What follows belongs to an exercise in optimizing a design on an open flow for small area and a short achievable clock period; a production flow would make more cautious choices. RTL that was checked went through simulation tests only; none was proved equivalent to the original. No functional check of the RTL was part of run 1. In every run shown here, the design's own scripts or RTL, not TritonCTS, make the clock network. The clock port is modelled as an ideal driver, which makes a skipped or thinned clock tree look cheaper than it is; a real chip needs a root buffer or a tree. No activity file was given, so power comes from the tool's default toggle rates.

`flow/run.sh`:
```
#!/bin/bash
# The standard layout (standard.sh), with these changes to how it is made:
#  - synthesis: the design's fa_cell modules (one full adder each) are kept
#    whole through synthesis and then mapped to the platform's full adder
#    cell (flow/fa_map.v), so no inverters are left around them; Yosys's own
#    adder extraction finds only full adders (extract_fa -fa); and ABC runs
#    an area-oriented script (flow/abc_area.script, selected by ABC_AREA=1
#    in config.mk). None of this touches the registers, so they and their
#    names are those of the standard synthesis.
#  - port buffers: buffer_ports uses buf_2 instead of the clock delay buffer
#    it picks by default.
#  - clock tree: instead of TritonCTS's three-level tree, a two-level one
#    (flow/clocktree.tcl): the clock port drives two clkbuf_16, which drive
#    twelve clkbuf_16, each at the centre of a cluster of flip-flops. Every
#    flip-flop is two buffers away from the port. The rest of the CTS step
#    (legalising, repair) is ORFS's.
#  - timing repair: repair_timing works on every path slower than 5.55 ns
#    (a setup slack margin of 18.45 ns at the 24 ns clock), not only on
#    failing ones; the clock and constraints are unchanged.
# Every tool's output goes to the ORFS logs under orfs/logs and to
# standard.log here.
set -euo pipefail
here=$(pwd)
rm -rf scripts
cp -r "$FLOW_HOME/scripts" scripts
cp flow/abc_area.script scripts/abc_area.script
python3 - scripts/synth.tcl <<'PY'
import sys
f = sys.argv[1]
s = open(f).read()
def swap(old, new):
    global s
    assert s.count(old) == 1, old
    s = s.replace(old, new)
swap("hierarchy -check -top $::env(DESIGN_NAME)\n",
     "hierarchy -check -top $::env(DESIGN_NAME)\nsetattr -mod -set keep_hierarchy 1 fa_cell\n")
swap("  extract_fa {*}[dont_use_extract_fa_args]\n", "  extract_fa -fa\n")
swap("  log_cmd abc {*}$abc_args\n",
     "  techmap -map $::env(FA_CELL_MAP)\n  hierarchy -top $::env(DESIGN_NAME)\n  log_cmd abc {*}$abc_args\n")
open(f, "w").write(s)
PY
python3 - scripts/cts.tcl <<'PY'
import sys
f = sys.argv[1]
s = open(f).read()
old = "log_cmd clock_tree_synthesis {*}$cts_args\n"
assert s.count(old) == 1
s = s.replace(old, "source $::env(CLOCK_TREE_TCL)\nbuild_clock_tree2 2 12 sky130_fd_sc_hd__clkbuf_16\nset_propagated_clock [all_clocks]\n")
open(f, "w").write(s)
PY
export FA_CELL_MAP="$here/flow/fa_map.v"
export CLOCK_TREE_TCL="$here/flow/clocktree.tcl"
export SCRIPTS_DIR="$here/scripts"
export BUFFER_PORTS_ARGS="-buffer_cell sky130_fd_sc_hd__buf_2"
export SETUP_SLACK_MARGIN=18.45
bash standard.sh > standard.log 2>&1
```
`flow/abc_area.script`:
```
&get -n
&st
&dch
&nf -p -R 1000
&put
topo
stime -c
```
`flow/clocktree.tcl`:
```
# A two-level clock tree: the clock port drives NROOT clock buffers, each of
# which drives some of NLEAF clock buffers; each leaf buffer sits at the
# centre of a cluster of flip-flops and drives only them. Every flip-flop is
# two buffers away from the port. Clusters come from k-means on placed
# locations.

proc ct_kmeans {xs ys k} {
  set n [llength $xs]
  set order [lsort -real -indices [lmap x $xs y $ys {expr {$x + 0.7 * $y}}]]
  set cx {}; set cy {}
  for {set j 0} {$j < $k} {incr j} {
    set i [lindex $order [expr {int(($j + 0.5) * $n / $k)}]]
    lappend cx [lindex $xs $i]; lappend cy [lindex $ys $i]
  }
  set asg {}
  for {set iter 0} {$iter < 60} {incr iter} {
    set asg {}
    for {set i 0} {$i < $n} {incr i} {
      set best 0; set bd 1e30
      for {set j 0} {$j < $k} {incr j} {
        set d [expr {abs([lindex $xs $i] - [lindex $cx $j]) + abs([lindex $ys $i] - [lindex $cy $j])}]
        if {$d < $bd} { set bd $d; set best $j }
      }
      lappend asg $best
    }
    set sx [lrepeat $k 0.0]; set sy [lrepeat $k 0.0]; set cnt [lrepeat $k 0]
    for {set i 0} {$i < $n} {incr i} {
      set j [lindex $asg $i]
      lset sx $j [expr {[lindex $sx $j] + [lindex $xs $i]}]
      lset sy $j [expr {[lindex $sy $j] + [lindex $ys $i]}]
      lset cnt $j [expr {[lindex $cnt $j] + 1}]
    }
    for {set j 0} {$j < $k} {incr j} {
      if {[lindex $cnt $j] > 0} {
        lset cx $j [expr {[lindex $sx $j] / [lindex $cnt $j]}]
        lset cy $j [expr {[lindex $sy $j] / [lindex $cnt $j]}]
      }
    }
  }
  return [list $asg $cx $cy]
}

proc ct_buffer {block master name x y in_net} {
  set inst [odb::dbInst_create $block $master $name]
  $inst setLocation [expr {int($x)}] [expr {int($y)}]
  $inst setPlacementStatus PLACED
  set net [odb::dbNet_create $block "${name}_net"]
  $net setSigType CLOCK
  [$inst findITerm X] connect $net
  [$inst findITerm A] connect $in_net
  return $net
}

proc build_clock_tree2 {nroot nleaf master_name} {
  set block [ord::get_db_block]
  set master [[ord::get_db] findMaster $master_name]
  set clk [$block findNet clk]
  set sinks [$clk getITerms]
  set xs {}; set ys {}
  foreach it $sinks {
    set b [[$it getInst] getBBox]
    lappend xs [expr {([$b xMin] + [$b xMax]) / 2.0}]
    lappend ys [expr {([$b yMin] + [$b yMax]) / 2.0}]
  }
  lassign [ct_kmeans $xs $ys $nleaf] asg lx ly
  lassign [ct_kmeans $lx $ly $nroot] rasg rx ry
  set rnets {}
  for {set r 0} {$r < $nroot} {incr r} {
    lappend rnets [ct_buffer $block $master "clkbuf_root_$r" [lindex $rx $r] [lindex $ry $r] $clk]
  }
  set lnets {}
  for {set j 0} {$j < $nleaf} {incr j} {
    set rn [lindex $rnets [lindex $rasg $j]]
    lappend lnets [ct_buffer $block $master "clkbuf_leaf_$j" [lindex $lx $j] [lindex $ly $j] $rn]
  }
  set i 0
  foreach it $sinks {
    $it disconnect
    $it connect [lindex $lnets [lindex $asg $i]]
    incr i
  }
  puts "clock tree: [llength $sinks] sinks, $nleaf leaf buffers, $nroot root buffers"
}
```
`flow/fa_map.v`:
```
// Maps each fa_cell instance of the design to the platform's full adder.
module fa_cell (input a, input b, input ci, output s, output co);
    sky130_fd_sc_hd__fa_1 _TECHMAP_REPLACE_ (.A(a), .B(b), .CIN(ci), .SUM(s), .COUT(co));
endmodule
```
`standard.sh`:
```
#!/bin/bash
# synth_recipe.tcl (not shown) runs the flow's synth.tcl, then flattens the netlist and writes it again
# the make line also repeats each setting of config.mk as NAME=value (left out here)
make -C /OpenROAD-flow-scripts/flow DESIGN_CONFIG=/design/flow/config.mk WORK_HOME=/design/flow/orfs CLKGATE_MAP_FILE= SYNTH_SCRIPT=/design/flow/synth_recipe.tcl "${@:-finish}"
```
`config.mk`:
```
export PLATFORM = sky130hd
export DESIGN_NAME = image_filter_top
export DESIGN_NICKNAME = image_filter_top
export VERILOG_FILES = /design/flow/design.v
export SDC_FILE = /design/flow/constraint.sdc
export NUM_CORES = 4
export LEC_CHECK = 0
export ABC_AREA = 1
export ABC_CLOCK_PERIOD_IN_PS = 10000
export CAP_MARGIN = 20
export CORE_MARGIN = 2
export CORE_UTILIZATION = 40
export SLEW_MARGIN = 20
```
`constraint.sdc`:
```
create_clock -name core_clock -period 24.0 [get_ports {clk}]
set_input_delay 4.8000 -clock core_clock [delete_from_list [all_inputs] [get_ports {clk}]]
set_output_delay 4.8000 -clock core_clock [all_outputs]
set_load 0.01 [all_outputs]
```
`design.v`:
```
module median9_window (
    input            clk,
    input            rst,
    input            shift,
    input      [7:0] pixel_in,
    output     [7:0] median,       
    output     [7:0] live          
);
    reg  [7:0] p [0:7];
    reg  [7:0] p8_n;               
    wire [7:0] p8 = ~p8_n;
    reg        t [0:7][0:7];       
    reg  [3:0] fill;
    wire [7:0] gt;                 
    wire [7:0] prec [0:8];         
    wire [8:0] sel;
    wire [7:0] pick;
    genvar a, b;
    generate
        for (a = 0; a < 8; a = a + 1) begin : g_cmp
            wire gt_raw;
            assign live[a] = (fill >= 9 - a);
            greater8 u_gt (.x(p[a]), .y_n(p8_n), .gt(gt_raw));
            assign gt[a] = gt_raw & live[a];
        end
        for (b = 0; b < 9; b = b + 1) begin : g_rank
            for (a = 0; a < 8; a = a + 1) begin : g_other
                if (a < b) begin : g_older
                    if (b == 8) begin : g_new
                        assign prec[b][a] = ~gt[a];
                    end else begin : g_old
                        assign prec[b][a] = ~t[a][b];
                    end
                end else begin : g_newer
                    if (a + 1 == 8) begin : g_new
                        assign prec[b][a] = gt[b];
                    end else begin : g_old
                        assign prec[b][a] = t[b][a+1];
                    end
                end
            end
            if (b < 8) begin : g_sel
                exactly4of8 u_rank (.x(prec[b]), .y(sel[b]));
            end
        end
    endgenerate
    assign sel[8] = ~|sel[7:0];
    assign pick = ({8{sel[0]}} & p[0]) | ({8{sel[1]}} & p[1]) | ({8{sel[2]}} & p[2])
                | ({8{sel[3]}} & p[3]) | ({8{sel[4]}} & p[4]) | ({8{sel[5]}} & p[5])
                | ({8{sel[6]}} & p[6]) | ({8{sel[7]}} & p[7]) | ({8{sel[8]}} & p8);
    assign median = pick & {8{live[4]}};
    always @(posedge clk or posedge rst) begin
        if (rst)
            fill <= 4'd0;
        else if (shift && fill != 4'd9)
            fill <= fill + 4'd1;
    end
    integer i, j;
    always @(posedge clk) begin
        if (shift) begin
            for (i = 0; i < 7; i = i + 1)
                p[i] <= p[i+1];
            p[7] <= p8;
            p8_n <= ~pixel_in;
            for (i = 0; i < 7; i = i + 1) begin
                for (j = i + 1; j < 7; j = j + 1)
                    t[i][j] <= t[i+1][j+1];
                t[i][7] <= gt[i+1];
            end
        end
    end
endmodule
module greater8 (
    input  [7:0] x,
    input  [7:0] y_n,
    output       gt
);
    wire [8:0] c;
    assign c[0] = 1'b0;
    genvar k;
    generate
        for (k = 0; k < 8; k = k + 1) begin : g_bit
            assign c[k+1] = (x[k] & y_n[k]) | (c[k] & (x[k] | y_n[k]));
        end
    endgenerate
    assign gt = c[8];
endmodule
module exactly4of8 (
    input  [7:0] x,
    output       y
);
    wire s0, c0, s1, c1, s3, c3;
    fa_cell u0 (.a(x[0]), .b(x[1]), .ci(x[2]), .s(s0), .co(c0));
    fa_cell u1 (.a(x[3]), .b(x[4]), .ci(x[5]), .s(s1), .co(c1));
    wire s2 = x[6] ^ x[7];
    wire c2 = x[6] & x[7];
    fa_cell u3 (.a(s0), .b(s1), .ci(s2), .s(s3), .co(c3));
    wire two = ((c0 ^ c1) & (c2 ^ c3)) | (c0 & c1 & ~c2 & ~c3) | (~c0 & ~c1 & c2 & c3);
    assign y = ~s3 & two;
endmodule
module fa_cell (
    input  a,
    input  b,
    input  ci,
    output s,
    output co
);
    assign s  = a ^ b ^ ci;
    assign co = (a & b) | (ci & (a ^ b));
endmodule
module sobel_mag (
    input         clk,
    input  [71:0] w,       
    input         zero,    
    output [7:0]  mag
);
    wire [7:0] w0 = w[0 +: 8], w1 = w[8 +: 8], w2 = w[16 +: 8], w3 = w[24 +: 8];
    wire [7:0] wn5 = w[40 +: 8], wn6 = w[48 +: 8], wn7 = w[56 +: 8], wn8 = w[64 +: 8];
    wire [8:0] u17, u26, u35, u08;
    rca #(8) p17 (.a(w1), .b(wn7), .cin(1'b0), .s(u17[7:0]), .cout(u17[8]));
    rca #(8) p26 (.a(w2), .b(wn6), .cin(1'b1), .s(u26[7:0]), .cout(u26[8]));
    rca #(8) p35 (.a(w3), .b(wn5), .cin(1'b0), .s(u35[7:0]), .cout(u35[8]));
    rca #(8) p08 (.a(w0), .b(wn8), .cin(1'b1), .s(u08[7:0]), .cout(u08[8]));
    wire [8:0] sa, ca, sb, cb;
    csa #(9) ra (.a(u17), .b(u26), .c(~u35), .s(sa), .co(ca));
    csa #(9) rb (.a(u35), .b(u08), .c(u17), .s(sb), .co(cb));
    wire [10:0] xa, xb;
    top11 ta (.s(sa), .c(ca), .cin(1'b0), .x(xa));
    top11 tb (.s(sb), .c(cb), .cin(1'b1), .x(xb));
    reg [10:0] da, db;
    reg        zero_q;
    always @(posedge clk) begin
        da <= xa;
        db <= xb;
        zero_q <= zero;
    end
    wire neg_a = da[10], neg_b = db[10];
    wire big_a = ~((da[10:7] == 4'b0000) | ((da[10:7] == 4'b1111) & (da[6:0] != 7'd0)));
    wire big_b = ~((db[10:7] == 4'b0000) | ((db[10:7] == 4'b1111) & (db[6:0] != 7'd0)));
    wire [6:0] a1 = da[6:0] ^ {7{neg_a}};
    wire [6:0] b1 = db[6:0] ^ {7{neg_b}};
    wire       pick_a;
    carry_chain #(7) uc (.a(a1), .b(~b1), .cin(~(neg_b & ~neg_a)), .cout(pick_a));
    wire [6:0] mx1 = pick_a ? a1 : b1;
    wire       inc = pick_a ? neg_a : neg_b;
    wire [7:0] ic;
    wire [6:0] mx;
    assign ic[0] = inc;
    genvar k;
    generate
        for (k = 0; k < 7; k = k + 1) begin : g_inc
            assign mx[k]   = mx1[k] ^ ic[k];
            assign ic[k+1] = mx1[k] & ic[k];
        end
    endgenerate
    reg [7:0] mag_q;
    always @(posedge clk)
        mag_q <= zero_q ? 8'd0 : (big_a | big_b) ? 8'd255 : {mx, 1'b0};
    assign mag = mag_q;
endmodule
module top11 (
    input  [8:0]  s,
    input  [8:0]  c,
    input         cin,
    output [10:0] x
);
    wire [8:0] lo;
    wire       c9;
    rca #(9) u_lo (.a(s), .b({c[7:0], 1'b1}), .cin(cin), .s(lo), .cout(c9));
    wire       k9 = lo[8];
    wire       k10 = (c[8] & c9) | (k9 & (c[8] ^ c9));
    assign x[7:0] = lo[7:0];
    assign x[8]   = ~lo[8];
    assign x[9]   = c[8] ^ c9 ^ k9;
    assign x[10]  = ~k10;
endmodule
module rca #(parameter N = 8) (
    input  [N-1:0] a,
    input  [N-1:0] b,
    input          cin,
    output [N-1:0] s,
    output         cout
);
    wire [N:0] c;
    assign s[0] = a[0] ^ b[0] ^ cin;
    assign c[1] = (a[0] & b[0]) | (cin & (a[0] ^ b[0]));
    genvar k;
    generate
        for (k = 1; k < N; k = k + 1) begin : g_bit
            fa_cell u_fa (.a(a[k]), .b(b[k]), .ci(c[k]), .s(s[k]), .co(c[k+1]));
        end
    endgenerate
    assign cout = c[N];
endmodule
module csa #(parameter N = 8) (
    input  [N-1:0] a,
    input  [N-1:0] b,
    input  [N-1:0] c,
    output [N-1:0] s,
    output [N-1:0] co
);
    genvar k;
    generate
        for (k = 0; k < N; k = k + 1) begin : g_bit
            fa_cell u_fa (.a(a[k]), .b(b[k]), .ci(c[k]), .s(s[k]), .co(co[k]));
        end
    endgenerate
endmodule
module carry_chain #(parameter N = 8) (
    input  [N-1:0] a,
    input  [N-1:0] b,
    input          cin,
    output         cout
);
    wire [N:0] c;
    assign c[0] = cin;
    genvar k;
    generate
        for (k = 0; k < N; k = k + 1) begin : g_bit
            assign c[k+1] = (a[k] & b[k]) | (c[k] & (a[k] | b[k]));
        end
    endgenerate
    assign cout = c[N];
endmodule
module image_filter_top (
    input        clk,
    input        rst,
    input  [7:0] pixel_in,
    input        valid_in,
    output [7:0] pixel_out,
    output       valid_out
);
    wire [7:0] med;
    wire [7:0] live;
    reg  [7:0] m [0:8];
    reg        v1, v2;
    median9_window u_median (
        .clk(clk), .rst(rst), .shift(valid_in), .pixel_in(pixel_in), .median(med), .live(live)
    );
    sobel_mag u_sobel (
        .clk(clk),
        .w({m[8], m[7], m[6], m[5], m[4], m[3], m[2], m[1], m[0]}),
        .zero(~live[3]),
        .mag(pixel_out)
    );
    integer i;
    always @(posedge clk) begin
        if (valid_in) begin
            for (i = 0; i < 3; i = i + 1)
                m[i] <= m[i+1] & {8{live[i+1]}};
            m[3] <= m[4];
            m[4] <= ~m[5];
            for (i = 5; i < 8; i = i + 1)
                m[i] <= m[i+1];
            m[8] <= ~med;
        end
    end
    always @(posedge clk or posedge rst) begin
        if (rst)
            v1 <= 1'b0;
        else
            v1 <= valid_in;
    end
    always @(posedge clk)
        v2 <= v1 & ~rst;
    assign valid_out = v2;
endmodule
```
==> results_dict.tcl, run 1 <==
set metrics [dict create \
    initial_utilization_pct 41.0 \
    diodes 0 \
    hold_violations 0 \
    fmax_ghz 0.179 \
    cp_cell_sequence "buf_6" \
    drc 0 \
    clk_latency_ns 0.35 \
    yosys_warnings 8 \
    multi_input_area_um2 3900 \
    hold_buffers 0 \
    final_area_um2 11200 \
    regToRegStartpoint "m[8][0]$_DFFE_PP_" \
    placed_area_um2 10600 \
    area_growth_pct 11.4 \
    regArea_um2 5930 \
    firstDrtPassIters 6 \
    synth.avg_cell_area_um2 14.5 \
    p_per_area_nw_per_um2 150 \
    cp.depth 1 \
    wl_per_cell_um 17.7 \
    dpl_worst_slack_ns 17.18 \
    power_mw 1.67 \
    io_pins 20 \
    worstMarginPinSlew_ns 1.07 \
    relSlewSlack_pct 28.8 \
    grt_pass1_vias 6041 \
    cp-startpoint "u_sobel.mag_q[4]$_SDFF_PP0_" \
    viasPerCell 5.44 \
    synth-main-ff-cell "edfxtp_1" \
    status "timing/DRC/antenna clean" \
    die_y_um 162 \
    synth-seq-cells 209 \
    crit_required_ns 19.20 \
    endpoint "pixel_out[4]" \
    drv_slew 0 \
    yosys.area.top_type "edfxtp_1" \
    cp_top_family "flip-flops" \
    reg2reg_slack_ns 18.44 \
    period_share_pct 23.3 \
    routed_wl_mm 18.8 \
    path_buf_inv 1 \
    finish.utilization_pct 45.7 \
    worstSetupEndpointType "output port" \
    synth_edf_count 172 \
    leakagePower_nw 3.80 \
    min_period_ns 5.58 \
    antenna_found_initial 0 \
    gp_congestion 0.806 \
    coreArea_um2 24500 \
    track_usage_pct 14.5 \
    vias 5801 \
    whs_ns 0.422 \
    fin_nets 843 \
    cap_violations 0 \
    cpPeakStageDelay_ns 0.33 \
    rsz0062_at_grt "yes" \
    layout_setup_ws_ns 18.42 \
    syn_inst 692 \
    layout-drive-gt1-share_pct 12.3 \
    critPathLaunchType "register" \
    drt_iter0_markers 554 \
    synth_top_area_share_pct 51.5 \
    grt_pass1_wl_mm 31.2 \
    fin_worst_skew_ns 0.0402 \
    slowest_stage "dfxtp_2" \
    hp-class "register to register" \
    max-vdd-ir-drop_uv 68.8 \
    overflow 0 \
    ys_top_cells_by_area "edfxtp_1 52%, fa_1 18%, dfxtp_1 6.4%, clkinv_1 2.8%, a22oi_1 2.8%" \
    clk_pin_slew_ns 0.09 \
    synth_area_um2 10000 \
    min_path_cells 0 \
    placed_cells 1038 \
    syn_nets 791 \
    synth.distinct_cells 38 \
    async_reset_ff_share_pct 2.39 \
    dieArea_um2 26400 \
    cp_max_fo 1 \
    tns_ns 0 \
    grt_max_degree 73 \
    num_rows 57 \
    fillCellCount 2141 \
    ant_nets 0 \
    reg2reg_depth 14 \
    finalSetupViolCount 0 \
    hpwl_mm 13.3 \
    r2r_end "u_sobel.db[9]$_DFF_P_" \
    arrival_ns 0.78 \
    fp.dieW_um 162 \
    numPortBuffers 19 \
    critPathKind "register to output port" \
    ys_seq_area_share_pct 59.1 \
    fin_cells 1066 \
]
## how the worst min path moves through the flow
| stage | endpoint | from | slack [ns] |
|---|---|---|---|
| floorplan | m[3][0]$_DFFE_PP_ | m[4][0]$_DFFE_PP_ | 0.40 |
| global placement | m[3][5]$_DFFE_PP_ | m[4][5]$_DFFE_PP_ | 0.40 |
| detailed placement | m[3][3]$_DFFE_PP_ | m[4][3]$_DFFE_PP_ | 0.41 |
| CTS | m[3][7]$_DFFE_PP_ | m[4][7]$_DFFE_PP_ | 0.43 |
| global route | m[3][7]$_DFFE_PP_ | m[4][7]$_DFFE_PP_ | 0.43 |
| finish | m[3][0]$_DFFE_PP_ | m[4][0]$_DFFE_PP_ | 0.42 |
## area by class of cell
class / count / area share (%)
sequential: 209 / 53.1
multi-input combinational: 408 / 34.9
tap: 324 / 3.63
buffer: 14 / 3.14
timing repair buffer: 36 / 2.65
inverter: 75 / 2.55
## Yosys cell counts (2+ instances only)
master / count
a22o_1: 8
o21a_1: 2
or3_1: 3
o22ai_1: 19
nor3_1: 4
a221oi_1: 6
a22oi_1: 37
o21ai_0: 29
nand3_1: 10
nand4_1: 2
nand2_1: 21
edfxtp_1: 172
or2_0: 5
nor2b_1: 18
a21oi_1: 32
dfrtp_1: 5
o22a_1: 7
xnor2_1: 16
clkinv_1: 75
a31oi_1: 2
dfxtp_1: 32
fa_1: 88
maj3_1: 7
xor2_1: 9
o21bai_1: 6
a222oi_1: 11
and2_0: 13
nor2_1: 30
nor4_1: 7
o221ai_1: 8
## layout by cell type, fill, tap and decap left out, types with 8 or more instances in the layout
cell       Yosys  final
o22ai_1       19     19
nor2b_1       18     18
buf_2          0     17
clkbuf_16      0     14
nand3_1       10     10
o21ai_0       29     29
xor2_1         9      9
xnor2_1       16     16
a22oi_1       37     37
nor2_1        30     30
a22o_1         8      8
and2_0        13     11
clkinv_1      75     72
buf_4          0     15
a222oi_1      11     11
fa_2           0     34
a21oi_1       32     32
fa_1          88     54
nand2_1       21     21
edfxtp_1     172    172
dfxtp_1       32     29
o221ai_1       8      8
## timing repair
item	in CTS	in global routing
setup buffers	8	5
pin swaps	14	1
cloned	1	0
gates resized for setup	26	4
endpoints found under the setup margin	185	14
## cells by family after synthesis
kind of cell	synth area share, %
xor+xnor	2.18
buf+inv	2.81
compound gates	11.8
mux	0.0998
flops	59.1
fa+ha+maj	18.3
simple gates	5.67
other cells	0.0374
## layer usage
layer	GRT usage, %	vias up	wire length, µm
met1	20.0	2950	8120
met4	3.70	0	421
met2	25.1	176	9280
li1	-	2648	-
met3	1.15	27	1020
met5	0	-	0
## flip-flops by register name, summed over array words and instances, names as in the netlist, 4 cells and up
register	cells
u_sobel.da	11
u_median.p	64
u_sobel.mag_q	8
u_median.t	28
u_sobel.db	11
m	72
u_median.fill	4
u_median.p8_n	8
## report_power, final
part / switching, mW / internal (mW) / leakage [nW]
logic: 0.473 / 0.409 / 1.61
registers: 0.0727 / 0.506 / 2.02
clock network: 0.106 / 0.104 / 0.173
==> run 2, diff against run 1 <==
--- a/design.v
+++ b/design.v
@@ -12,7 +12,7 @@
     reg        t [0:7][0:7];       
     reg  [3:0] fill;
     wire [7:0] gt;                 
-    wire [7:0] prec [0:8];         
+    wire [7:0] prec [0:7];         
     wire [8:0] sel;
     wire [7:0] pick;
     genvar a, b;
@@ -23,25 +23,27 @@
             greater8 u_gt (.x(p[a]), .y_n(p8_n), .gt(gt_raw));
             assign gt[a] = gt_raw & live[a];
         end
-        for (b = 0; b < 9; b = b + 1) begin : g_rank
+        for (b = 0; b < 8; b = b + 1) begin : g_rank
             for (a = 0; a < 8; a = a + 1) begin : g_other
-                if (a < b) begin : g_older
-                    if (b == 8) begin : g_new
-                        assign prec[b][a] = ~gt[a];
-                    end else begin : g_old
-                        assign prec[b][a] = ~t[a][b];
+                if (b < 4) begin : g_before
+                    if (a < b) begin : g_older
+                        assign prec[b][7 - a] = ~t[a][b];
+                    end else if (a + 1 == 8) begin : g_new
+                        assign prec[b][7 - a] = gt[b];
+                    end else begin : g_newer
+                        assign prec[b][7 - a] = t[b][a+1];
                     end
-                end else begin : g_newer
-                    if (a + 1 == 8) begin : g_new
-                        assign prec[b][a] = gt[b];
-                    end else begin : g_old
-                        assign prec[b][a] = t[b][a+1];
+                end else begin : g_after
+                    if (a < b) begin : g_older
+                        assign prec[b][a] = t[a][b];
+                    end else if (a + 1 == 8) begin : g_new
+                        assign prec[b][a] = ~gt[b];
+                    end else begin : g_newer
+                        assign prec[b][a] = ~t[b][a+1];
                     end
                 end
             end
-            if (b < 8) begin : g_sel
-                exactly4of8 u_rank (.x(prec[b]), .y(sel[b]));
-            end
+            exactly4of8 u_rank (.x(prec[b]), .y(sel[b]));
         end
     endgenerate
     assign sel[8] = ~|sel[7:0];
--- a/config.mk
+++ b/config.mk
@@ -9,5 +9,5 @@
 export ABC_CLOCK_PERIOD_IN_PS = 10000
 export CAP_MARGIN = 20
 export CORE_MARGIN = 2
-export CORE_UTILIZATION = 40
+export CORE_UTILIZATION = 70
 export SLEW_MARGIN = 20
==> run 2 against run 1 <==
Net effect:
- first-iteration DRC count rose by 16%
- cell area fell by 1.6%
- sequential power barely moved
- hold slack improved by 0.011 ns
- clock skew fell by 0.0072 ns
- synthesized area fell by 0.89%
- critical path type is now register to register
- flip-flop and latch count did not move
- utilization rose by 34 points
- maximum frequency barely moved
- combinational power rose by 6.7%
==> results_dict.tcl, run 2 <==
set metrics [dict create \
    clk_pin_slew_ns 0.08 \
    overflow 0 \
    layout-drive-gt1-share_pct 14.9 \
    max-vdd-ir-drop_uv 123 \
    r2r_end "u_sobel.db[9]$_DFF_P_" \
    gp_congestion 0.840 \
    power_mw 1.73 \
    async_reset_ff_share_pct 2.39 \
    layout_setup_ws_ns 18.42 \
    syn_inst 675 \
    critPathKind "register to register" \
    hpwl_mm 12.7 \
    placed_area_um2 10300 \
    cp_max_fo 2 \
    drc 0 \
    tns_ns 0 \
    viasPerCell 6.41 \
    fillCellCount 817 \
    clk_latency_ns 0.34 \
    hp-class "register to register" \
    yosys.area.top_type "edfxtp_1" \
    cpPeakStageDelay_ns 0.56 \
    layout_commonest_cell "edfxtp_1" \
    numPortBuffers 19 \
    min_path_cells 0 \
    reg2reg_depth 14 \
    syn_nets 774 \
    holdCritStartpoint "m[4][5]$_DFFE_PP_" \
    num_rows 43 \
    synth-main-ff-cell "edfxtp_1" \
    firstDrtPassIters 6 \
    fp.dieW_um 123 \
    status "timing/DRC/antenna clean" \
    synthTopCellsByCount "172 x edfxtp_1, 88 x fa_1, 50 x clkinv_1" \
    min_period_ns 5.58 \
    fin_worst_skew_ns 0.0330 \
    drv_slew 0 \
    leakagePower_nw 3.84 \
    synth_most_common_cell "edfxtp_1" \
    synth-seq-cells 209 \
    largest_register_ff_count 72 \
    relSlewSlack_pct 55.4 \
    crit_required_ns 24.22 \
    antenna_found_initial 0 \
    fin_nets 831 \
    wl_per_cell_um 20.5 \
    min_to "m[3][5]$_DFFE_PP_" \
    final_cell_mix "172 x edfxtp_1, 47 x fa_1, 45 x nand2_1" \
    p_per_area_nw_per_um2 157 \
    synth.avg_cell_area_um2 14.7 \
    diodes 0 \
    slowest_stage "fa_2" \
    drt_iter0_markers 640 \
    multi_input_area_um2 3930 \
    regMostFlops "m" \
    coreArea_um2 13900 \
    initial_utilization_pct 71.6 \
    regArea_um2 5940 \
    finalSetupViolCount 0 \
    hold_violations 0 \
    worstSetupEndpointType "register" \
    reg2reg_slack_ns 18.42 \
    area_growth_pct 10.7 \
    use_met3_pct 2.91 \
    synth_edf_count 172 \
    grt_pass1_wl_mm 30.1 \
    yosys_warnings 8 \
    grt_max_degree 55 \
    ys_seq_area_share_pct 59.7 \
    met1_usage_pct 39.2 \
    vias 5831 \
    grt_pass1_vias 5884 \
    ys_top_cells_by_area "edfxtp_1 52%, fa_1 18%, dfxtp_1 6.4%, a22oi_1 2.1%, clkinv_1 1.9%" \
    routed_wl_mm 18.6 \
    synth_top_area_share_pct 52.0 \
    cp_top_family "adder cells" \
    regToRegStartpoint "m[0][0]$_DFFE_PP_" \
    rsz0062_at_grt "yes" \
    worstMarginPinSlew_ns 0.668 \
    cp_cell_sequence "or2_1, fa_2, fa_2, fa_1, fa_2, fa_2, fa_2, fa_2, fa_2, fa_2, fa_1, clkinv_2, fa_1, clkinv_1" \
    ant_nets 0 \
    dpl_worst_slack_ns 17.02 \
    timing.critical_path.mode_cell "fa_2" \
    final_area_um2 11000 \
    whs_ns 0.432 \
    cap_violations 0 \
    critPathLaunchType "register" \
    period_share_pct 23.2 \
    top_regs "m (72), u_median.p (64), u_median.t (28)" \
    grt_util_met2_pct 41.1 \
    die_y_um 123 \
    hold_buffers 0 \
    grt_busiest_layer "met2" \
    synth_area_um2 9940 \
    io_pins 20 \
    dieArea_um2 15200 \
    fmax_ghz 0.179 \
    synth.distinct_cells 35 \
    arrival_ns 5.80 \
    track_usage_pct 25.6 \
    path_buf_inv 2 \
]
-- run 2: changes by cell type after synthesis, sizes merged, moves of 5 or more --
cell / change
clkinv: -25
nand2: +24
a221o: +9
a22oi: -9
nand3: -9
a22o: -8
a221oi: +7
o21a: +6
o21bai: -6
o22a: -6
o22ai: +6
xor2: +5
-- run 2: worst max path at each step --
stage / cells past startpoint / from / slack, ns / to
finish: 14 / m[0][0]$_DFFE_PP_ / 18.42 / u_sobel.db[9]$_DFF_P_
global route: 14 / m[0][0]$_DFFE_PP_ / 18.27 / u_sobel.db[9]$_DFF_P_
CTS: 14 / m[7][0]$_DFFE_PP_ / 18.32 / u_sobel.db[9]$_DFF_P_
detailed placement: 5 / valid_in / 17.02 / u_median.fill[1]$_DFFE_PP0P_
global placement: 5 / valid_in / 17.09 / u_median.fill[1]$_DFFE_PP0P_
floorplan: 14 / m[2][0]$_DFFE_PP_ / 18.45 / u_sobel.da[9]$_DFF_P_
-- run 2: cell families after synthesis --
logic type	count (synthesis)	synth area share [%]
flops	209	59.7
compound gates	168	11.5
simple gates	124	5.97
fa+ha+maj	95	18.4
buf+inv	50	1.89
xor+xnor	27	2.38
other cells	1	0.0377
mux	1	0.101
-- run 2: final cells by class --
cell class                      instances  area share, %
Multi-Input combinational cell        416           35.8
Buffer                                 14           3.18
Tap cell                              180           2.05
Inverter                               50           1.73
Timing Repair Buffer                   41           3.32
Sequential cell                       209           54.0
-- run 2: worst register-to-register path: stages, from the launching register on --
cell and delay [ns]:
edfxtp_1 0.42, or2_1 0.28, fa_2 0.35, fa_2 0.56, fa_1 0.45, fa_2 0.41
fa_2 0.35, fa_2 0.35, fa_2 0.35, fa_2 0.35, fa_2 0.39, fa_1 0.51
clkinv_2 0.07, fa_1 0.55, clkinv_1 0.06
-- run 2: what timing repair did --
| action | in CTS | in global routing |
|---|---|---|
| endpoints found under the setup margin | 94 | 14 |
| buffers inserted | 12 | 6 |
| pin swaps | 16 | 15 |
| gates cloned | 2 | 0 |
| resized for setup | 29 | 14 |
-- run 2: through the flow --
stage	cells	utilization, %
after global routing	910	79.3
after detailed placement	876	74.4
after CTS	904	78.7
after global placement	876	74.4
final	910	79.3
after floorplan	675	-
-- run 2: power by group --
group / switching, mW / internal, mW
Combinational: 0.504 / 0.437
Clock: 0.105 / 0.104
Sequential: 0.0760 / 0.506
-- run 2: routing by layer --
layer | wire length [µm] | part of all wire (%) | up-vias
met3 | 1070 | 5.8 | 30
met4 | 384 | 2.1 | 0
li1 | - | - | 2617
met2 | 9170 | 49 | 200
met1 | 8020 | 43 | 2984
met5 | 0 | 0 | -
==> run 3, diff against run 2 <==
--- a/config.mk
+++ b/config.mk
@@ -9,5 +9,5 @@
 export ABC_CLOCK_PERIOD_IN_PS = 10000
 export CAP_MARGIN = 20
 export CORE_MARGIN = 2
-export CORE_UTILIZATION = 70
+export CORE_UTILIZATION = 60
 export SLEW_MARGIN = 20
==> run 3 against run 2 <==
Net effect:
- maximum frequency about the same
- largest cell class unchanged
- global-route usage is 4.4 points lower
- clock power about the same
==> results_dict.tcl, run 3 <==
set metrics [dict create \
    regMostFlops "m" \
    synth-seq-cells 209 \
    worstSetupEndpointType "register" \
    fp.dieW_um 133 \
    use_met3_pct 1.57 \
    fin_worst_skew_ns 0.0383 \
    overflow 0 \
    synth-main-ff-cell "edfxtp_1" \
    die_y_um 133 \
    tns_ns 0 \
    track_usage_pct 21.2 \
    crit_required_ns 24.24 \
    yosys_warnings 8 \
    layout_commonest_cell "edfxtp_1" \
    grt_pass1_wl_mm 29.9 \
    top_regs "m (72), u_median.p (64), u_median.t (28)" \
    reg2reg_slack_ns 18.43 \
    synth.avg_cell_area_um2 14.7 \
    cp_max_fo 2 \
    drt_iter0_markers 409 \
    drc 0 \
    numPortBuffers 19 \
    hp-class "register to register" \
    drv_slew 0 \
    multi_input_area_um2 3920 \
    status "timing/DRC/antenna clean" \
    viasPerCell 5.97 \
    hold_violations 0 \
    layout-drive-gt1-share_pct 12.9 \
    dpl_worst_slack_ns 17.23 \
    fillCellCount 1200 \
    yosys.area.top_type "edfxtp_1" \
    ys_seq_area_share_pct 59.7 \
    cp-startpoint "m[2][0]$_DFFE_PP_" \
    ys_top_cells_by_area "edfxtp_1 52%, fa_1 18%, dfxtp_1 6.4%, a22oi_1 2.1%, clkinv_1 1.9%" \
    syn_inst 675 \
    synth_most_common_cell "edfxtp_1" \
    largest_register_ff_count 72 \
    async_reset_ff_share_pct 2.39 \
    min_period_ns 5.57 \
    synth_edf_count 172 \
    regArea_um2 5940 \
    internal_power_mw 1.01 \
    critPathLaunchType "register" \
    met1_usage_pct 29.2 \
    clk_latency_ns 0.35 \
    fmax_ghz 0.179 \
    syn_nets 774 \
    diodes 0 \
    initial_utilization_pct 60.6 \
    synth_top_area_share_pct 52.0 \
    min_path_cells 0 \
    grt_busiest_layer "met2" \
    arrival_ns 5.81 \
    dieArea_um2 17600 \
    routed_wl_mm 18.0 \
    antenna_found_initial 0 \
    grt_util_met2_pct 37.8 \
    cap_violations 0 \
    grt_pass1_vias 5879 \
    clockPowerShare_pct 12.5 \
    area_growth_pct 10.0 \
    layout_setup_ws_ns 18.43 \
    switching_share_pct 39.7 \
    grt_max_degree 63 \
    synthTopCellsByCount "172 x edfxtp_1, 88 x fa_1, 50 x clkinv_1" \
    relSlewSlack_pct 26.8 \
    gp_congestion 0.821 \
    p_sw_mw 0.665 \
    synth.distinct_cells 35 \
    wl_per_cell_um 19.1 \
    rsz0062_at_grt "yes" \
    clk_pin_slew_ns 0.08 \
    finalSetupViolCount 0 \
    p_comb_share_pct 52.9 \
    firstDrtPassIters 5 \
    coreArea_um2 16400 \
    io_pins 20 \
    period_share_pct 23.2 \
    regToRegStartpoint "m[2][0]$_DFFE_PP_" \
    final_cell_mix "172 x edfxtp_1, 50 x fa_1, 47 x clkinv_1" \
    holdCritStartpoint "m[4][4]$_DFFE_PP_" \
    reg2reg_depth 14 \
    num_rows 47 \
    fin_nets 821 \
    synth_area_um2 9940 \
    hpwl_mm 12.9 \
    r2r_end "u_sobel.da[9]$_DFF_P_" \
    min_to "m[3][4]$_DFFE_PP_" \
    p_per_area_nw_per_um2 153 \
    max-vdd-ir-drop_uv 95.5 \
    hold_buffers 0 \
    seq_power_share_pct 34.6 \
    leakagePower_nw 3.76 \
    vias 5609 \
    ant_nets 0 \
    worstMarginPinSlew_ns 1.09 \
    whs_ns 0.424 \
    critPathKind "register to register" \
]
-- run 3: power by group through the flow --
stage | registers (mW) | clock network [mW] | logic (mW)
floorplan | 0.568 | 0 | 0.637
global placement | 0.583 | 0 | 0.832
detailed placement | 0.587 | 0 | 0.861
CTS | 0.579 | 0.216 | 0.907
global route | 0.591 | 0.227 | 1.04
finish | 0.579 | 0.209 | 0.886
-- run 3: layout make-up --
cell class	count	area share (%)
sequential	209	54.3
multi-input combinational	416	35.9
buffer	14	3.20
tap	220	2.52
timing repair buffer	31	2.36
inverter	50	1.75
-- run 3: cell families after synthesis --
family / count (synthesis) / share of synthesized area (%)
AND/OR/NAND/NOR: 124 / 5.97
XOR/XNOR: 27 / 2.38
flip-flops: 209 / 59.7
buffers and inverters: 50 / 1.89
adder cells (fa/ha/maj): 95 / 18.4
multiplexers: 1 / 0.101
other: 1 / 0.0377
AO/OA/AOI/OAI: 168 / 11.5
-- run 3: worst max-delay path, stage by stage, from the launching register on --
cell and delay (ns):
edfxtp_1 0.42, or2_1 0.29, fa_2 0.36, fa_2 0.35
fa_1 0.39, fa_2 0.36, fa_2 0.54, fa_1 0.45
fa_2 0.42, fa_2 0.40, fa_2 0.35, fa_1 0.50
clkinv_2 0.07, fa_1 0.53, clkinv_1 0.05
-- run 3: stage by stage --
step	cell area, µm²	power [mW]	std cells	util, %
2_1_floorplan	9990	1.21	675	-
3_3_place_gp	10400	1.41	915	63.2
3_5_place_dp	10400	1.45	915	63.2
4_1_cts	10900	1.70	940	66.5
5_1_grt	10900	1.86	940	66.6
6_report	10900	1.67	940	66.6
-- run 3: routing by layer --
layer	routed length, µm	vias up	share of wire (%)
li1	-	2604	-
met1	7510	2870	42
met2	9470	105	53
met3	608	30	3.4
met4	381	0	2.1
met5	0	-	0
-- run 3: timing repair --
| item | CTS | global route |
|---|---|---|
| cloned | 1 | 0 |
| pin swaps | 18 | 0 |
| setup endpoints to repair | 189 | 12 |
| setup buffers | 10 | 0 |
| resized for setup | 30 | 6 |
-- run 3: how the worst max path moves through the flow --
stage	to	slack (ns)	depth (start not counted)
after floorplan	u_sobel.da[9]$_DFF_P_	18.45	14
after CTS	pixel_out[0]	18.40	1
after detailed placement	u_median.p[1][7]$_DFFE_PP_	17.23	2
final	u_sobel.da[9]$_DFF_P_	18.43	14
after global placement	m[2][4]$_DFFE_PP_	17.28	2
after global routing	u_sobel.da[9]$_DFF_P_	18.29	15
==> run 4, diff against run 3 <==
--- a/design.v
+++ b/design.v
@@ -169,11 +169,10 @@
     wire [8:0] lo;
     wire       c9;
     rca #(9) u_lo (.a(s), .b({c[7:0], 1'b1}), .cin(cin), .s(lo), .cout(c9));
-    wire       k9 = lo[8];
-    wire       k10 = (c[8] & c9) | (k9 & (c[8] ^ c9));
+    wire       k10;
     assign x[7:0] = lo[7:0];
     assign x[8]   = ~lo[8];
-    assign x[9]   = c[8] ^ c9 ^ k9;
+    fa_cell u_hi (.a(c[8]), .b(c9), .ci(lo[8]), .s(x[9]), .co(k10));
     assign x[10]  = ~k10;
 endmodule
 module rca #(parameter N = 8) (
--- a/config.mk
+++ b/config.mk
@@ -10,4 +10,5 @@
 export CAP_MARGIN = 20
 export CORE_MARGIN = 2
 export CORE_UTILIZATION = 60
+export GPL_TIMING_DRIVEN = 1
 export SLEW_MARGIN = 20
==> run 4 against run 3 <==
Net effect:
- worst setup slack better by 0.0053 ns
- routed wire length is 1.9% lower
- still clean
- largest power group unchanged
- first-iteration DRC count is 14% higher
- combinational power is 1% higher
- via count is 0.14% lower
==> results_dict.tcl, run 4 <==
set metrics [dict create \
    status "timing/DRC/antenna clean" \
    period_share_pct 23.2 \
    worstSetupEndpointType "output port" \
    cp_top_family "flip-flops" \
    min_period_ns 5.57 \
    ys_top_cells_by_area "edfxtp_1 52%, fa_1 18%, dfxtp_1 6.5%, a22oi_1 2.6%, clkinv_1 1.7%" \
    synth_most_common_cell "edfxtp_1" \
    dpl_worst_slack_ns 16.81 \
    syn_inst 664 \
    fin_worst_skew_ns 0.0333 \
    viasPerCell 6.01 \
    largest_register_ff_count 72 \
    synth.avg_cell_area_um2 14.9 \
    hp-class "register to register" \
    cp_cell_sequence "buf_2" \
    synth.distinct_cells 38 \
    synth-main-ff-cell "edfxtp_1" \
    num_rows 46 \
    ant_nets 0 \
    yosys.area.top_type "edfxtp_1" \
    regMostFlops "m" \
    tns_ns 0 \
    p_per_area_nw_per_um2 154 \
    critPathKind "register to output port" \
    hpwl_mm 12.6 \
    grt_pass1_vias 5648 \
    drc 0 \
    clk_pin_slew_ns 0.07 \
    path_buf_inv 1 \
    antenna_found_initial 0 \
    power_mw 1.69 \
    worstMarginPinSlew_ns 0.670 \
    critPathLaunchType "register" \
    gp_congestion 0.848 \
    synth_top_area_share_pct 52.1 \
    synth-seq-cells 209 \
    fp.dieW_um 133 \
    cap_violations 0 \
    slowest_stage "dfxtp_1" \
    max-vdd-ir-drop_uv 125 \
    grt_max_degree 49 \
    firstDrtPassIters 5 \
    arrival_ns 0.77 \
    hold_buffers 0 \
    cpPeakStageDelay_ns 0.31 \
    finalSetupViolCount 0 \
    io_pins 20 \
    area_growth_pct 10.7 \
    dieArea_um2 17600 \
    drt_iter0_markers 466 \
    initial_utilization_pct 61.9 \
    relSlewSlack_pct 55.3 \
    fmax_ghz 0.180 \
    wl_per_cell_um 18.9 \
    top_regs "m (72), u_median.p (64), u_median.t (28)" \
    routed_wl_mm 17.6 \
    clk_latency_ns 0.35 \
    cp_max_fo 1 \
    async_reset_ff_share_pct 2.39 \
    coreArea_um2 16000 \
    vias 5601 \
    ys_seq_area_share_pct 59.8 \
    grt_pass1_wl_mm 29.4 \
    layout_setup_ws_ns 18.43 \
    crit_required_ns 19.20 \
    synth_area_um2 9910 \
    hold_violations 0 \
    synth_edf_count 172 \
    track_usage_pct 20.6 \
    numPortBuffers 19 \
    overflow 0 \
    layout-drive-gt1-share_pct 11.6 \
    fin_nets 817 \
    die_y_um 133 \
    yosys_warnings 8 \
    layout_commonest_cell "edfxtp_1" \
    leakagePower_nw 3.79 \
    diodes 0 \
    rsz0062_at_grt "yes" \
    synthTopCellsByCount "172 x edfxtp_1, 88 x fa_1, 46 x clkinv_1" \
    final_cell_mix "172 x edfxtp_1, 62 x fa_1, 46 x clkinv_1" \
    drv_slew 0 \
    syn_nets 763 \
]
## run 4: repair_timing
item / CTS / global route
cloned: 2 / 1
endpoints found under the setup margin: 96 / 17
resized for setup: 30 / 13
setup buffers: 8 / 6
pin swaps: 12 / 6
## run 4: final cells by class
type | count | area (µm²)
buffer | 14 | 350
sequential | 209 | 5940
fill | 1165 | 5030
tap | 216 | 270
inverter | 46 | 173
timing repair buffer | 38 | 360
multi-input combinational | 409 | 3880
## run 4: cells by family after synthesis
family | share of synthesized area [%]
mux | 0.101
other cells | 0.0378
fa+ha+maj | 18.5
xor+xnor | 2.39
compound gates | 11.7
simple gates | 5.68
flops | 59.8
buf+inv | 1.74
## run 4: final timing paths
check / start / end / slack, ns / depth (start not counted)
hold / removal: m[4][5]$_DFFE_PP_ / m[3][5]$_DFFE_PP_ / 0.43 / 0
setup / recovery: u_sobel.mag_q[1]$_SDFF_PP0_ / pixel_out[1] / 18.43 / 1
setup reg to reg: m[3][0]$_DFFE_PP_ / u_sobel.db[9]$_DFF_P_ / 18.58 / 13
max in group asynchronous: rst / v1$_DFF_PP0_ / 19.52 / 2
hold reg to reg: m[4][5]$_DFFE_PP_ / m[3][5]$_DFFE_PP_ / 0.43 / 0
min in group asynchronous: rst / u_median.fill[1]$_DFFE_PP0P_ / 4.33 / 2
## run 4: per-stage QoR
stage | hold WS [ns] | instances | cell area [µm²] | util [%]
after CTS | 0.428 | 925 | 10900 | 67.9
after detailed placement | 0.410 | 901 | 10300 | 64.3
after global placement | 0.405 | 901 | 10300 | 64.3
final | 0.426 | 932 | 11000 | 68.5
after global routing | 0.428 | 932 | 11000 | 68.5
after floorplan | 0.400 | 664 | 9910 | -
## run 4: per-layer routing
metal | vias up | wire length [µm] | GRT usage (%)
li1 | 2590 | - | -
met1 | 2845 | 8300 | 32.7
met2 | 150 | 8190 | 32.4
met3 | 16 | 939 | 2.34
met4 | 0 | 202 | 2.33
met5 | - | 0 | 0
## run 4: power breakdown
part / internal [mW] / total, mW / switching (mW)
clock: 0.104 / 0.208 / 0.104
combinational: 0.423 / 0.897 / 0.474
sequential: 0.506 / 0.581 / 0.0747
total: 1.03 / 1.69 / 0.653
==> run 5, diff against run 4 <==
--- a/config.mk
+++ b/config.mk
@@ -10,5 +10,4 @@
 export CAP_MARGIN = 20
 export CORE_MARGIN = 2
 export CORE_UTILIZATION = 60
-export GPL_TIMING_DRIVEN = 1
 export SLEW_MARGIN = 20
==> run 5 against run 4 <==
Net effect:
- utilization unchanged
- first-iteration DRC count unchanged
- flip-flop and latch count unchanged
- synthesized cell count unchanged
- sequential power about the same
- synthesized area unchanged
- highest routed layer unchanged
- critical endpoint unchanged
- power unchanged
- largest cell class unchanged
- critical path depth unchanged
- global-route usage unchanged
- clock skew unchanged
- sequential share of layout area unchanged
- maximum frequency unchanged
- largest power group unchanged
==> results_dict.tcl, run 5 <==
set metrics [dict create \
    syn_inst 664 \
    grt_pass1_wl_mm 29.4 \
    crit_required_ns 19.20 \
    grt_max_degree 49 \
    drc 0 \
    cp_cell_sequence "buf_2" \
    wl_per_cell_um 18.9 \
    synthTopCellsByCount "172 x edfxtp_1, 88 x fa_1, 46 x clkinv_1" \
    fmax_ghz 0.180 \
    io_pins 20 \
    tns_ns 0 \
    yosys_warnings 8 \
    async_reset_ff_share_pct 2.39 \
    max-vdd-ir-drop_uv 125 \
    cpPeakStageDelay_ns 0.31 \
    area_growth_pct 10.7 \
    synth_area_um2 9910 \
    rsz0062_at_grt "yes" \
    numPortBuffers 19 \
    cp.depth 1 \
    viasPerCell 6.01 \
    synth.distinct_cells 38 \
    power_mw 1.69 \
    cp_max_fo 1 \
    firstDrtPassIters 5 \
    regMostFlops "m" \
    ys_top_cells_by_area "edfxtp_1 52%, fa_1 18%, dfxtp_1 6.5%, a22oi_1 2.6%, clkinv_1 1.7%" \
    synth_most_common_cell "edfxtp_1" \
    leakagePower_nw 3.79 \
    path_buf_inv 1 \
    critPathLaunchType "register" \
    hp-class "register to register" \
    relSlewSlack_pct 55.3 \
    fp.dieW_um 133 \
    die_y_um 133 \
    synth.avg_cell_area_um2 14.9 \
    clk_pin_slew_ns 0.07 \
    cp_top_family "flip-flops" \
    diodes 0 \
    reg2reg_depth 13 \
    antenna_found_initial 0 \
    synth_top_area_share_pct 52.1 \
    routed_wl_mm 17.6 \
    period_share_pct 23.2 \
    grt_busiest_layer "met1" \
    slowest_stage "dfxtp_1" \
    synth_edf_count 172 \
    p_per_area_nw_per_um2 154 \
    coreArea_um2 16000 \
    synth-main-ff-cell "edfxtp_1" \
    arrival_ns 0.77 \
    hold_buffers 0 \
    drt_iter0_markers 466 \
    use_met3_pct 2.34 \
    dieArea_um2 17600 \
    overflow 0 \
    ant_nets 0 \
    fin_worst_skew_ns 0.0333 \
    gp_congestion 0.848 \
    track_usage_pct 20.6 \
    min_path_cells 0 \
    final_cell_mix "172 x edfxtp_1, 62 x fa_1, 46 x clkinv_1" \
    cap_violations 0 \
    clk_latency_ns 0.35 \
    hold_violations 0 \
    largest_register_ff_count 72 \
    vias 5601 \
    syn_nets 763 \
    layout-drive-gt1-share_pct 11.6 \
    worstSetupEndpointType "output port" \
    num_rows 46 \
    initial_utilization_pct 61.9 \
    min_period_ns 5.57 \
    critPathKind "register to output port" \
    status "timing/DRC/antenna clean" \
    worstMarginPinSlew_ns 0.670 \
    fin_nets 817 \
    drv_slew 0 \
    synth-seq-cells 209 \
    hpwl_mm 12.6 \
    top_regs "m (72), u_median.p (64), u_median.t (28)" \
    yosys.area.top_type "edfxtp_1" \
    grt_pass1_vias 5648 \
    met1_usage_pct 32.7 \
    ys_seq_area_share_pct 59.8 \
    layout_commonest_cell "edfxtp_1" \
    finalSetupViolCount 0 \
    grt_util_met2_pct 32.4 \
]
[run 5: power breakdown]
part           internal [mW]  switching (mW)
logic                  0.423           0.474
registers              0.506          0.0747
clock network          0.104           0.104
total                   1.03           0.653
[run 5: layout make-up]
| class | count | area [µm²] |
|---|---|---|
| well taps | 216 | 270 |
| multi-input cells | 409 | 3880 |
| inverters | 46 | 173 |
| plain buffers | 14 | 350 |
| flip-flops and latches | 209 | 5940 |
| fillers | 1165 | 5030 |
| repair buffers | 38 | 360 |
[run 5: timing repair]
action                     4_1_cts  5_1_grt
pin swaps                       12        6
gates resized for setup         30       13
gates cloned                     2        1
buffers inserted                 8        6
setup endpoints to repair       96       17
[run 5: cells by family after synthesis]
kind of cell,synth area share [%]
muxes,0.101
buffers and inverters,1.74
adders and majority gates,18.5
DFF,59.8
AOI/OAI and AO/OA,11.7
xor gates and xnor gates,2.39
other,0.0378
and+or+nand+nor,5.68
[run 5: per-layer routing]
layer  vias to the layer above  share of wire (%)  wire length [µm]
met5                         -                  0                 0
met4                         0                1.1               202
li1                       2590                  -                 -
met2                       150                 46              8190
met1                      2845                 47              8300
met3                        16                5.3               939
[run 5: worst paths after layout]
check,from,endpoint,slack (ns)
setup / recovery,u_sobel.mag_q[1]$_SDFF_PP0_,pixel_out[1],18.43
max in group asynchronous,rst,v1$_DFF_PP0_,19.52
hold reg to reg,m[4][5]$_DFFE_PP_,m[3][5]$_DFFE_PP_,0.43
setup reg to reg,m[3][0]$_DFFE_PP_,u_sobel.db[9]$_DFF_P_,18.58
hold / removal,m[4][5]$_DFFE_PP_,m[3][5]$_DFFE_PP_,0.43
min in group asynchronous,rst,u_median.fill[1]$_DFFE_PP0P_,4.33
[run 5: stage by stage]
stage	area [µm²]	setup slack [ns]	hold slack (ns)	utilization (%)	instances
3_5_place_dp	10300	16.81	0.410	64.3	901
3_3_place_gp	10300	16.93	0.405	64.3	901
2_1_floorplan	9910	18.60	0.400	-	664
6_report	11000	18.43	0.426	68.5	932
5_1_grt	11000	18.39	0.428	68.5	932
4_1_cts	10900	18.40	0.428	67.9	925
==> run 6, diff against run 5 <==
--- a/design.v
+++ b/design.v
@@ -169,10 +169,11 @@
     wire [8:0] lo;
     wire       c9;
     rca #(9) u_lo (.a(s), .b({c[7:0], 1'b1}), .cin(cin), .s(lo), .cout(c9));
-    wire       k10;
+    wire       k9 = lo[8];
+    wire       k10 = (c[8] & c9) | (k9 & (c[8] ^ c9));
     assign x[7:0] = lo[7:0];
     assign x[8]   = ~lo[8];
-    fa_cell u_hi (.a(c[8]), .b(c9), .ci(lo[8]), .s(x[9]), .co(k10));
+    assign x[9]   = c[8] ^ c9 ^ k9;
     assign x[10]  = ~k10;
 endmodule
 module rca #(parameter N = 8) (
--- a/flow/run.sh
+++ b/flow/run.sh
@@ -14,8 +14,8 @@
 #    twelve clkbuf_16, each at the centre of a cluster of flip-flops. Every
 #    flip-flop is two buffers away from the port. The rest of the CTS step
 #    (legalising, repair) is ORFS's.
-#  - timing repair: repair_timing works on every path slower than 5.55 ns
-#    (a setup slack margin of 18.45 ns at the 24 ns clock), not only on
+#  - timing repair: repair_timing works on every path slower than 5.6 ns
+#    (a setup slack margin of 18.4 ns at the 24 ns clock), not only on
 #    failing ones; the clock and constraints are unchanged.
 # Every tool's output goes to the ORFS logs under orfs/logs and to
 # standard.log here.
@@ -52,5 +52,5 @@
 export CLOCK_TREE_TCL="$here/flow/clocktree.tcl"
 export SCRIPTS_DIR="$here/scripts"
 export BUFFER_PORTS_ARGS="-buffer_cell sky130_fd_sc_hd__buf_2"
-export SETUP_SLACK_MARGIN=18.45
+export SETUP_SLACK_MARGIN=18.4
 bash standard.sh > standard.log 2>&1
==> run 6 against run 5 <==
Net effect:
- utilization shrank 1.8 points
- synthesized area grew 0.29%
- cell area shrank 0.19%
- maximum frequency shrank 1.8%
- highest routed layer unchanged
==> results_dict.tcl, run 6 <==
set metrics [dict create \
    viasPerCell 5.93 \
    track_usage_pct 20.9 \
    cap_violations 0 \
    tns_ns 0 \
    drc 0 \
    ys_seq_area_share_pct 59.7 \
    critPathKind "register to register" \
    syn_inst 675 \
    dpl_worst_slack_ns 17.23 \
    numPortBuffers 19 \
    layout-drive-gt1-share_pct 12.4 \
    synth-main-ff-cell "edfxtp_1" \
    fin_worst_skew_ns 0.0307 \
    grt_pass1_wl_mm 29.9 \
    grt_max_degree 67 \
    max-vdd-ir-drop_uv 87.9 \
    layout_commonest_cell "edfxtp_1" \
    fin_cells 943 \
    finish.utilization_pct 66.7 \
    rsz0062_at_grt "yes" \
    leakagePower_nw 3.79 \
    wl_per_cell_um 19.1 \
    fmax_ghz 0.176 \
    relSlewSlack_pct 53.4 \
    io_pins 20 \
    antenna_found_initial 0 \
    regMostFlops "m" \
    finalSetupViolCount 0 \
    period_share_pct 23.6 \
    drt_iter0_markers 388 \
    yosys.area.top_type "edfxtp_1" \
    drv_slew 0 \
    fin_nets 824 \
    layout_setup_ws_ns 18.33 \
    vias 5590 \
    top_regs "m (72), u_median.p (64), u_median.t (28)" \
    placed_cells 917 \
    grt_pass1_vias 5693 \
    synth_top_area_share_pct 52.0 \
    gp_congestion 0.803 \
    firstDrtPassIters 5 \
    worstMarginPinSlew_ns 0.698 \
    synth.avg_cell_area_um2 14.7 \
    synth_edf_count 172 \
    final_cell_mix "172 x edfxtp_1, 56 x fa_1, 47 x clkinv_1" \
    worstSetupEndpointType "register" \
    status "timing/DRC/antenna clean" \
    num_rows 47 \
    async_reset_ff_share_pct 2.39 \
    yosys_warnings 8 \
    p_per_area_nw_per_um2 153 \
    syn_nets 774 \
    initial_utilization_pct 60.6 \
    arrival_ns 5.91 \
    coreArea_um2 16400 \
    dieArea_um2 17600 \
    overflow 0 \
    hold_violations 0 \
    hpwl_mm 12.7 \
    routed_wl_mm 18.0 \
    ant_nets 0 \
    die_y_um 133 \
    synth-seq-cells 209 \
    clk_pin_slew_ns 0.08 \
    fp.dieW_um 133 \
    area_growth_pct 10.1 \
    crit_required_ns 24.24 \
    synth_area_um2 9940 \
    final_area_um2 10900 \
    placed_area_um2 10400 \
    synth.distinct_cells 35 \
    largest_register_ff_count 72 \
    critPathLaunchType "register" \
    hp-class "register to register" \
    cp_max_fo 3 \
    min_period_ns 5.67 \
    clk_latency_ns 0.35 \
    ys_top_cells_by_area "edfxtp_1 52%, fa_1 18%, dfxtp_1 6.4%, a22oi_1 2.1%, clkinv_1 1.9%" \
    synthTopCellsByCount "172 x edfxtp_1, 88 x fa_1, 50 x clkinv_1" \
    diodes 0 \
    synth_most_common_cell "edfxtp_1" \
    hold_buffers 0 \
]
run 6: worst max-delay path, cell delays in order (launching register included):
cell      delay [ns]
edfxtp_1        0.42
and2_4          0.17
fa_2            0.39
fa_2            0.38
fa_2            0.37
fa_2            0.37
fa_2            0.40
fa_2            0.35
fa_2            0.57
clkinv_2        0.07
fa_1            0.49
fa_2            0.41
fa_1            0.51
clkinv_2        0.08
fa_1            0.54
clkinv_1        0.06
run 6: cell type report:
| class | instances | area [µm²] |
|---|---|---|
| Inverter | 50 | 191 |
| Sequential cell | 209 | 5940 |
| Fill cell | 1149 | 5460 |
| Tap cell | 220 | 275 |
| Buffer | 14 | 350 |
| Multi-Input combinational cell | 416 | 3910 |
| Timing Repair Buffer | 34 | 287 |
run 6: through the flow:
step	hold WS [ns]	power, mW
5_1_grt	0.430	1.86
3_5_place_dp	0.407	1.44
6_report	0.428	1.68
2_1_floorplan	0.400	1.19
3_3_place_gp	0.403	1.40
4_1_cts	0.427	1.69
run 6: per-layer routing:
layer	vias to the layer above	wire length, µm	global-route usage [%]
li1	2603	-	-
met1	2812	8700	34.0
met2	151	8150	32.3
met3	24	921	2.34
met4	0	241	2.21
met5	-	0	0
run 6: cell families after synthesis:
logic type / after synthesis / synth area share, %
AND/OR/NAND/NOR: 124 / 5.97
buffers and inverters: 50 / 1.89
AO/OA/AOI/OAI: 168 / 11.5
XOR/XNOR: 27 / 2.38
adder cells (fa/ha/maj): 95 / 18.4
multiplexers: 1 / 0.101
other: 1 / 0.0377
flip-flops: 209 / 59.7
run 6: power breakdown:
group          internal [mW]  switching (mW)  leakage, nW  total, mW
Combinational          0.412           0.476         1.59      0.888
Sequential             0.506          0.0759         2.02      0.582
Clock                  0.104           0.106        0.173      0.210
Total                   1.02           0.658         3.79       1.68
run 6: path summary, 6_finish.rpt:
check / cells after the start / from / slack (ns) / endpoint
max: 15 / m[5][0]$_DFFE_PP_ / 18.33 / u_sobel.da[9]$_DFF_P_
min: 0 / m[4][4]$_DFFE_PP_ / 0.43 / m[3][4]$_DFFE_PP_
max reg2reg: 15 / m[5][0]$_DFFE_PP_ / 18.33 / u_sobel.da[9]$_DFF_P_
min reg2reg: 0 / m[4][4]$_DFFE_PP_ / 0.43 / m[3][4]$_DFFE_PP_
max in group asynchronous: 2 / rst / 19.52 / v1$_DFF_PP0_
min in group asynchronous: 2 / rst / 4.34 / u_median.fill[0]$_DFFE_PP0P_
run 6: repair_timing:
item | in CTS | in global routing
pin swaps | 13 | 5
cloned | 1 | 0
gates resized for setup | 33 | 12
setup buffers | 7 | 4
setup endpoints to repair | 180 | 10
==> run 7, diff against run 6 <==
--- a/flow/run.sh
+++ b/flow/run.sh
@@ -11,11 +11,11 @@
 #    it picks by default.
 #  - clock tree: instead of TritonCTS's three-level tree, a two-level one
 #    (flow/clocktree.tcl): the clock port drives two clkbuf_16, which drive
-#    twelve clkbuf_16, each at the centre of a cluster of flip-flops. Every
+#    fourteen clkbuf_8, each at the centre of a cluster of flip-flops. Every
 #    flip-flop is two buffers away from the port. The rest of the CTS step
 #    (legalising, repair) is ORFS's.
-#  - timing repair: repair_timing works on every path slower than 5.6 ns
-#    (a setup slack margin of 18.4 ns at the 24 ns clock), not only on
+#  - timing repair: repair_timing works on every path slower than 5.55 ns
+#    (a setup slack margin of 18.45 ns at the 24 ns clock), not only on
 #    failing ones; the clock and constraints are unchanged.
 # Every tool's output goes to the ORFS logs under orfs/logs and to
 # standard.log here.
@@ -45,12 +45,12 @@
 s = open(f).read()
 old = "log_cmd clock_tree_synthesis {*}$cts_args\n"
 assert s.count(old) == 1
-s = s.replace(old, "source $::env(CLOCK_TREE_TCL)\nbuild_clock_tree2 2 12 sky130_fd_sc_hd__clkbuf_16\nset_propagated_clock [all_clocks]\n")
+s = s.replace(old, "source $::env(CLOCK_TREE_TCL)\nbuild_clock_tree2 2 14 sky130_fd_sc_hd__clkbuf_16 sky130_fd_sc_hd__clkbuf_8\nset_propagated_clock [all_clocks]\n")
 open(f, "w").write(s)
 PY
 export FA_CELL_MAP="$here/flow/fa_map.v"
 export CLOCK_TREE_TCL="$here/flow/clocktree.tcl"
 export SCRIPTS_DIR="$here/scripts"
 export BUFFER_PORTS_ARGS="-buffer_cell sky130_fd_sc_hd__buf_2"
-export SETUP_SLACK_MARGIN=18.4
+export SETUP_SLACK_MARGIN=18.45
 bash standard.sh > standard.log 2>&1
--- a/flow/clocktree.tcl
+++ b/flow/clocktree.tcl
@@ -51,9 +51,11 @@
   return $net
 }
 
-proc build_clock_tree2 {nroot nleaf master_name} {
+proc build_clock_tree2 {nroot nleaf master_name {leaf_master_name ""}} {
   set block [ord::get_db_block]
   set master [[ord::get_db] findMaster $master_name]
+  if {$leaf_master_name == ""} { set leaf_master_name $master_name }
+  set lmaster [[ord::get_db] findMaster $leaf_master_name]
   set clk [$block findNet clk]
   set sinks [$clk getITerms]
   set xs {}; set ys {}
@@ -71,7 +73,7 @@
   set lnets {}
   for {set j 0} {$j < $nleaf} {incr j} {
     set rn [lindex $rnets [lindex $rasg $j]]
-    lappend lnets [ct_buffer $block $master "clkbuf_leaf_$j" [lindex $lx $j] [lindex $ly $j] $rn]
+    lappend lnets [ct_buffer $block $lmaster "clkbuf_leaf_$j" [lindex $lx $j] [lindex $ly $j] $rn]
   }
   set i 0
   foreach it $sinks {
--- a/config.mk
+++ b/config.mk
@@ -9,5 +9,5 @@
 export ABC_CLOCK_PERIOD_IN_PS = 10000
 export CAP_MARGIN = 20
 export CORE_MARGIN = 2
-export CORE_UTILIZATION = 60
+export CORE_UTILIZATION = 70
 export SLEW_MARGIN = 20
==> run 7 against run 6 <==
Net effect:
- sequential share of layout area grew 0.48 points
- final cell count down 3.8%
- utilization is 11 points higher
- cell area fell by 0.88%
- synthesized area is the same
- clock skew grew 0.0043 ns
- routed wire length rose by 0.56%
- via count increased by 2.8%
- synthesized cell count is the same
- register-to-register slack improved by 0.10 ns
- clock power is about 20% lower
- largest cell class unchanged
==> results_dict.tcl, run 7 <==
set metrics [dict create \
    crit_required_ns 19.20 \
    numPortBuffers 19 \
    finish.utilization_pct 78.2 \
    ys_seq_area_share_pct 59.7 \
    cap_violations 0 \
    synth-main-ff-cell "edfxtp_1" \
    placed_cells 876 \
    routed_wl_mm 18.1 \
    synth_top_area_share_pct 52.0 \
    critPathLaunchType "register" \
    clk_latency_ns 0.34 \
    worstMarginPinSlew_ns 0.660 \
    die_y_um 123 \
    dieArea_um2 15200 \
    cp_top_family "flip-flops" \
    synth_edf_count 172 \
    ant_nets 0 \
    drv_slew 0 \
    syn_nets 774 \
    leakagePower_nw 3.76 \
    async_reset_ff_share_pct 2.39 \
    cp.depth 1 \
    layout-drive-gt1-share_pct 13.6 \
    final_cell_mix "172 x edfxtp_1, 50 x fa_1, 48 x clkinv_1" \
    rsz0062_at_grt "yes" \
    syn_inst 675 \
    ys_top_cells_by_area "edfxtp_1 52%, fa_1 18%, dfxtp_1 6.4%, a22oi_1 2.1%, clkinv_1 1.9%" \
    cpPeakStageDelay_ns 0.33 \
    path_buf_inv 1 \
    drt_iter0_markers 624 \
    wl_per_cell_um 20.0 \
    fmax_ghz 0.180 \
    io_pins 20 \
    layout_commonest_cell "edfxtp_1" \
    hpwl_mm 12.7 \
    tns_ns 0 \
    synth_area_um2 9940 \
    fin_cells 907 \
    period_share_pct 23.2 \
    fin_worst_skew_ns 0.0350 \
    fin_nets 828 \
    area_growth_pct 9.17 \
    status "timing/DRC/antenna clean" \
    drc 0 \
    slowest_stage "dfxtp_2" \
    regMostFlops "m" \
    regArea_um2 5940 \
    antenna_found_initial 0 \
    hp-class "register to register" \
]
==> run 7: area by class of cell <==
| class | count | area share (%) |
|---|---|---|
| sequential | 209 | 54.7 |
| buffer | 16 | 2.24 |
| inverter | 50 | 1.75 |
| multi-input combinational | 416 | 36.1 |
| tap | 180 | 2.08 |
| timing repair buffer | 36 | 3.08 |
==> run 7: logic make-up after synthesis <==
group | after synthesis | synth area share [%]
compound gates | 168 | 11.5
xor+xnor | 27 | 2.38
fa+ha+maj | 95 | 18.4
buf+inv | 50 | 1.89
flops | 209 | 59.7
mux | 1 | 0.101
other cells | 1 | 0.0377
simple gates | 124 | 5.97
==> run 7: layer usage <==
metal / vias up / wire [µm] / GRT usage [%]
met5: - / 0 / 0
met4: 0 / 265 / 3.20
met3: 29 / 1010 / 3.04
met2: 190 / 8810 / 41.0
met1: 2925 / 8030 / 38.2
li1: 2605 / - / -
==> run 7: stage by stage <==
stage          total power, mW  hold slack [ns]  setup WS (ns)  instance area [µm²]
3_3_place_gp              1.40            0.406          17.09                10300
2_1_floorplan             1.21            0.400          18.45                 9990
4_1_cts                   1.67            0.432          18.33                10800
6_report                  1.66            0.431          18.43                10800
5_1_grt                   1.82            0.442          18.27                10800
3_5_place_dp              1.46            0.406          17.02                10300
==> run 7: final timing paths <==
| path | slack (ns) | from | end |
|---|---|---|---|
| worst min-delay path | 0.43 | m[4][4]$_DFFE_PP_ | m[3][4]$_DFFE_PP_ |
| max in group asynchronous | 19.52 | rst | u_median.fill[3]$_DFFE_PP0P_ |
| worst max register to register | 18.43 | m[0][0]$_DFFE_PP_ | u_sobel.db[9]$_DFF_P_ |
| worst max-delay path | 18.43 | u_sobel.mag_q[0]$_SDFF_PP0_ | pixel_out[0] |
| min in group asynchronous | 4.34 | rst | u_median.fill[2]$_DFFE_PP0P_ |
| worst min register to register | 0.43 | m[4][4]$_DFFE_PP_ | m[3][4]$_DFFE_PP_ |
==> run 7: timing repair <==
| item | 4_1_cts | 5_1_grt |
|---|---|---|
| gates resized for setup | 28 | 10 |
| pin swaps | 15 | 13 |
| cloned | 2 | 0 |
| buffers inserted | 9 | 3 |
| endpoints found under the hold margin | 0 | 0 |
| endpoints found under the setup margin | 101 | 15 |
| hold buffers | 0 | 0 |
==> run 7: power by group <==
part	switching, mW	leakage, nW	internal, mW
registers	0.0758	2.02	0.506
logic	0.488	1.61	0.417
clock network	0.100	0.125	0.0680
total	0.665	3.76	0.991

Re-timed with assumed drivers on the ports (clkbuf_16 on the clock, buf_2 on other inputs), run 7 has 18.374 ns of setup slack against 18.429 ns with ideal ports, and 18.047 ns once port delays also move by the mid clock arrival of 0.377 ns.
